Background: an optimization exercise with open tools, aiming at small area and a short achievable clock period. Do not read the settings as production practice.
The RTL was checked by simulation tests, not by an equivalence proof against the original design.
Power is estimated from default activity; no workload was simulated.

==> inputs of run a <==
## tensor_unit_64bit
module tensor_unit_64bit (
    input  wire        clk,
    input  wire        rst_n,
    input  wire        en,
    input  wire [63:0] vector_a,
    input  wire [63:0] vector_b,
    input  wire [63:0] vector_c,
    input  wire        do_relu,
    output wire [63:0] vector_out,
    output wire        valid_out
);
==> module bf16_mac_lane, before the edit <==
module bf16_mac_lane (
    input  wire        clk,
    input  wire [15:0] a,
    input  wire [15:0] b,
    input  wire [15:0] c,
    input  wire        relu1,     
    output wire [15:0] d
);
    wire [15:0] ps0, pc0;
    bf16_mul_tree u_tree (.ma(a[6:0]), .mb(b[6:0]), .ps(ps0), .pc(pc0));
    wire [9:0] xm;
    wire [8:0] t;
    bf16_exp_diff u_exp (.ea(a[14:7]), .eb(b[14:7]), .ec(c[14:7]), .xm(xm), .t(t));
    wire       wrap = (t[8:7] == 2'b00);           
    wire       gt0  = wrap | ~xm[9];               
    reg [15:0] r0_ps, r0_pc;
    reg  [6:0] r0_mc;
    reg  [8:0] r0_xm;
    reg        r0_wrap, r0_gt;
    reg  [7:0] r0_ep, r0_ec;
    reg        r0_sp, r0_sub;
    always @(posedge clk) begin
        r0_ps  <= ps0;
        r0_pc  <= pc0;
        r0_mc  <= c[6:0];
        r0_xm  <= xm[8:0];
        r0_wrap <= wrap;
        r0_gt  <= gt0;
        r0_ep  <= {~t[7], t[6:0]};
        r0_ec  <= c[14:7];
        r0_sp  <= a[15] ^ b[15];
        r0_sub <= a[15] ^ b[15] ^ c[15];
    end
    wire [8:0] dd     = r0_gt ? r0_xm : ~r0_xm;
    wire       r0_big = r0_wrap | (dd[8:4] != 5'd0);    
    wire [3:0] r0_sh  = dd[3:0];
    wire [15:0] prod;
    bf16_mul_cpa u_cpa (.ps(r0_ps), .pc(r0_pc), .p(prod));
    wire [15:0] cm  = {1'b1, r0_mc, 8'b0};
    wire [15:0] x1  = r0_gt ? prod : (r0_big ? 16'd0 : (prod >> r0_sh));
    wire [15:0] y1  = r0_gt ? (r0_big ? 16'd0 : ({1'b0, cm[15:1]} >> r0_sh)) : cm;
    wire        sub1 = r0_sub;
    wire [15:0] yb1  = sub1 ? ~y1 : y1;
    reg [15:0] r1_p, r1_g;
    reg  [7:0] r1_e;
    reg        r1_sp, r1_sub;
    always @(posedge clk) begin
        r1_p   <= x1 ^ yb1;
        r1_g   <= x1 & yb1;
        r1_e   <= r0_gt ? r0_ep : r0_ec;
        r1_sp  <= r0_sp;
        r1_sub <= sub1;
    end
    wire [15:0] s0, s1;
    wire        c0;
    bf16_addsub u_add (.p(r1_p), .g(r1_g), .s0(s0), .s1(s1), .c0(c0));
    wire [16:0] sum = ~r1_sub ? {c0, s0} : (c0 ? {1'b0, s1} : {1'b0, ~s0});
    wire        sg2 = r1_sp ^ (r1_sub & ~c0);    
    reg [4:0] lz;
    integer i;
    always @(*) begin
        lz = 5'd16;
        for (i = 0; i < 17; i = i + 1)
            if (sum[i]) lz = 16 - i;
    end
    wire zero2 = (sum == 17'd0);
    wire [4:0] eh1 = r1_e[7:3] - 5'd1;
    wire [4:0] eh2 = r1_e[7:3] - 5'd2;
    wire [7:0] ec2 = {lz[4] ? eh2 : (lz[3] ? eh1 : r1_e[7:3]), r1_e[2:0]};
    reg [15:2] r2_s;
    reg  [2:0] r2_f;
    reg  [7:0] r2_e;
    reg        r2_sg, r2_kill;
    always @(posedge clk) begin
        r2_s    <= lz[4] ? 14'd0 : (lz[3] ? {sum[7:0], 6'd0} : sum[15:2]);
        r2_f    <= lz[2:0];
        r2_e    <= ec2;
        r2_sg   <= sg2;
        r2_kill <= zero2 | (relu1 & sg2);
    end
    wire [15:2] nm  = r2_s << r2_f;
    wire        bw  = r2_e[2:0] < r2_f;
    wire  [2:0] nlo = r2_e[2:0] - r2_f;
    wire  [4:0] nhi = bw ? (r2_e[7:3] - 5'd1) : r2_e[7:3];
    wire  [7:0] ne  = {nhi, nlo};
    assign d = r2_kill ? 16'd0 : {r2_sg, ne, nm[15:9]};
endmodule
==> flow/config.mk <==
export PLATFORM = sky130hd
export DESIGN_NAME = tensor_unit_64bit
export DESIGN_NICKNAME = tensor_unit_64bit
export VERILOG_FILES = /design/flow/design.v
export SDC_FILE = /design/flow/constraint.sdc
export NUM_CORES = 4
export LEC_CHECK = 0
export CAP_MARGIN = 20
export CORE_MARGIN = 2
export CORE_UTILIZATION = 40
export SETUP_SLACK_MARGIN = 3.2
export SLEW_MARGIN = 20
==> flow/constraint.sdc <==
create_clock -name core_clock -period 7.0 [get_ports {clk}]
set_input_delay 1.4000 -clock core_clock [delete_from_list [all_inputs] [get_ports {clk}]]
set_output_delay 1.4000 -clock core_clock [all_outputs]
set_load 0.01 [all_outputs]
standard.sh (not shown) runs the stock make flow with config.mk's settings and CLKGATE_MAP_FILE= SYNTH_SCRIPT=/design/flow/synth_recipe.tcl, a recipe that flattens the netlist after the stock synthesis.
==> flow/flow/run.sh <==
#!/bin/bash
# The standard layout, with plain sky130_fd_sc_hd__buf_1 cells as the input and output
# port buffers instead of the delay buffers the resizer picks by default.
set -euo pipefail
bash standard.sh synth > synth.log 2>&1
bash standard.sh "BUFFER_PORTS_ARGS=-buffer_cell sky130_fd_sc_hd__buf_1" finish > layout.log 2>&1
==> run b: changes against run a <==
--- a/flow/design.v
+++ b/flow/design.v
@@ -626,6 +626,6 @@
     reg [15:0] r0_ps, r0_pc;
     reg  [6:0] r0_mc;
-    reg  [8:0] r0_xm;
-    reg        r0_wrap, r0_gt;
+    reg  [3:0] r0_xm;
+    reg        r0_bigp, r0_bigc, r0_gt;
     reg  [7:0] r0_ep, r0_ec;
     reg        r0_sp, r0_sub;
@@ -634,6 +634,7 @@
         r0_pc  <= pc0;
         r0_mc  <= c[6:0];
-        r0_xm  <= xm[8:0];
-        r0_wrap <= wrap;
+        r0_xm  <= xm[3:0];
+        r0_bigp <= wrap | (xm[8:4] != 5'd0);       
+        r0_bigc <= (xm[8:4] != 5'b11111);          
         r0_gt  <= gt0;
         r0_ep  <= {~t[7], t[6:0]};
@@ -642,7 +643,6 @@
         r0_sub <= a[15] ^ b[15] ^ c[15];
     end
-    wire [8:0] dd     = r0_gt ? r0_xm : ~r0_xm;
-    wire       r0_big = r0_wrap | (dd[8:4] != 5'd0);    
-    wire [3:0] r0_sh  = dd[3:0];
+    wire       r0_big = r0_gt ? r0_bigp : r0_bigc;       
+    wire [3:0] r0_sh  = r0_gt ? r0_xm : ~r0_xm;
     wire [15:0] prod;
     bf16_mul_cpa u_cpa (.ps(r0_ps), .pc(r0_pc), .p(prod));
==> results by group <==
Yosys
  – Synth top cells by count: dfxtp_1, inv_1, nor2_1
  – Simple-Gate Fraction of Synth Area: 17.1%
  – Multiplexer share of the synthesized area: 6.41%
  – Post-Synth Adder-Cell Area: 17.8%
  – Async set-reset flop share out of synthesis: 0.559%

Power
  – Leak pwr: 19.3 nW
  – Sw power: 9.93 mW

Setup path
  – Worst r2r dst: lane[0].u.r1_p[4]
  – Worst Setup SP: lane[3].u.r2_e[1]

Run status
  – Outcome: no timing/DRC/antenna violations

STA
  – Max Clock Freq: 265 MHz

Die
  – Tap Count: 1,287
The numbers above come from run a.

==> results by group <==
Drt
  – Vias: 31,800
  – Mean routed wirelength per cell: 16.6 um

Run status
  – Outcome: no timing/DRC/antenna violations

Power
  – PnR Total Power: 20.6 mW
  – Leak pwr: 18.6 nW
  – Sw power: 9.69 mW

Yosys
  – Multiplexer share of the synthesized area: 7.02%
  – Synth top cells by count: dfxtp_1, inv_1, nor2_1
  – Async set-reset flop share out of synthesis: 0.576%
  – Post-Synth Adder-Cell Area: 18.2%

Place
  – Cell Area, Placed: 40,600 um2

Setup path
  – Worst-path fanout max: 4
  – Worst r2r dst: lane[1].u.r1_p[6]

Finish
  – Register area: 10,500 um2
  – Fin cells: 5,939

Die
  – Tap Count: 1,265

STA
  – Max Clock Freq: 268 MHz
The numbers above come from run b.

## re-timing with driven ports
How much do the figures lean on ideal ports? The routed layouts below were timed once more, with nothing changed but the port constraints.
Step 1 (the two cells are an assumption about what drives the block):
set clk [get_ports {clk}]
set_driving_cell -lib_cell sky130_fd_sc_hd__clkbuf_16 $clk
set_driving_cell -lib_cell sky130_fd_sc_hd__buf_2 [delete_from_list [all_inputs] $clk]
Step 2, shift: input delay + t, output delay - t, t = (earliest + latest rising clock arrival at the registers) / 2. This alone moves slack from input paths to output paths.
a / b / c = no drivers / after step 1 / after step 2; a / b = the first two.
| run | t (ns) | slack for setup (ns) | slew at the worst register clock pin (ns) |
|---|---|---|---|
| run a | 0.729 | 3.226 / 3.157 / 2.688 | 0.07 / 0.07 |
| run b | 0.706 | 3.266 / 3.266 / 2.790 | 0.06 / 0.06 |
After both steps setup and hold are still met in every run listed. The setup slack of run a, which loses most, moves by -0.069 ns with the drivers and by -0.538 ns with both steps.
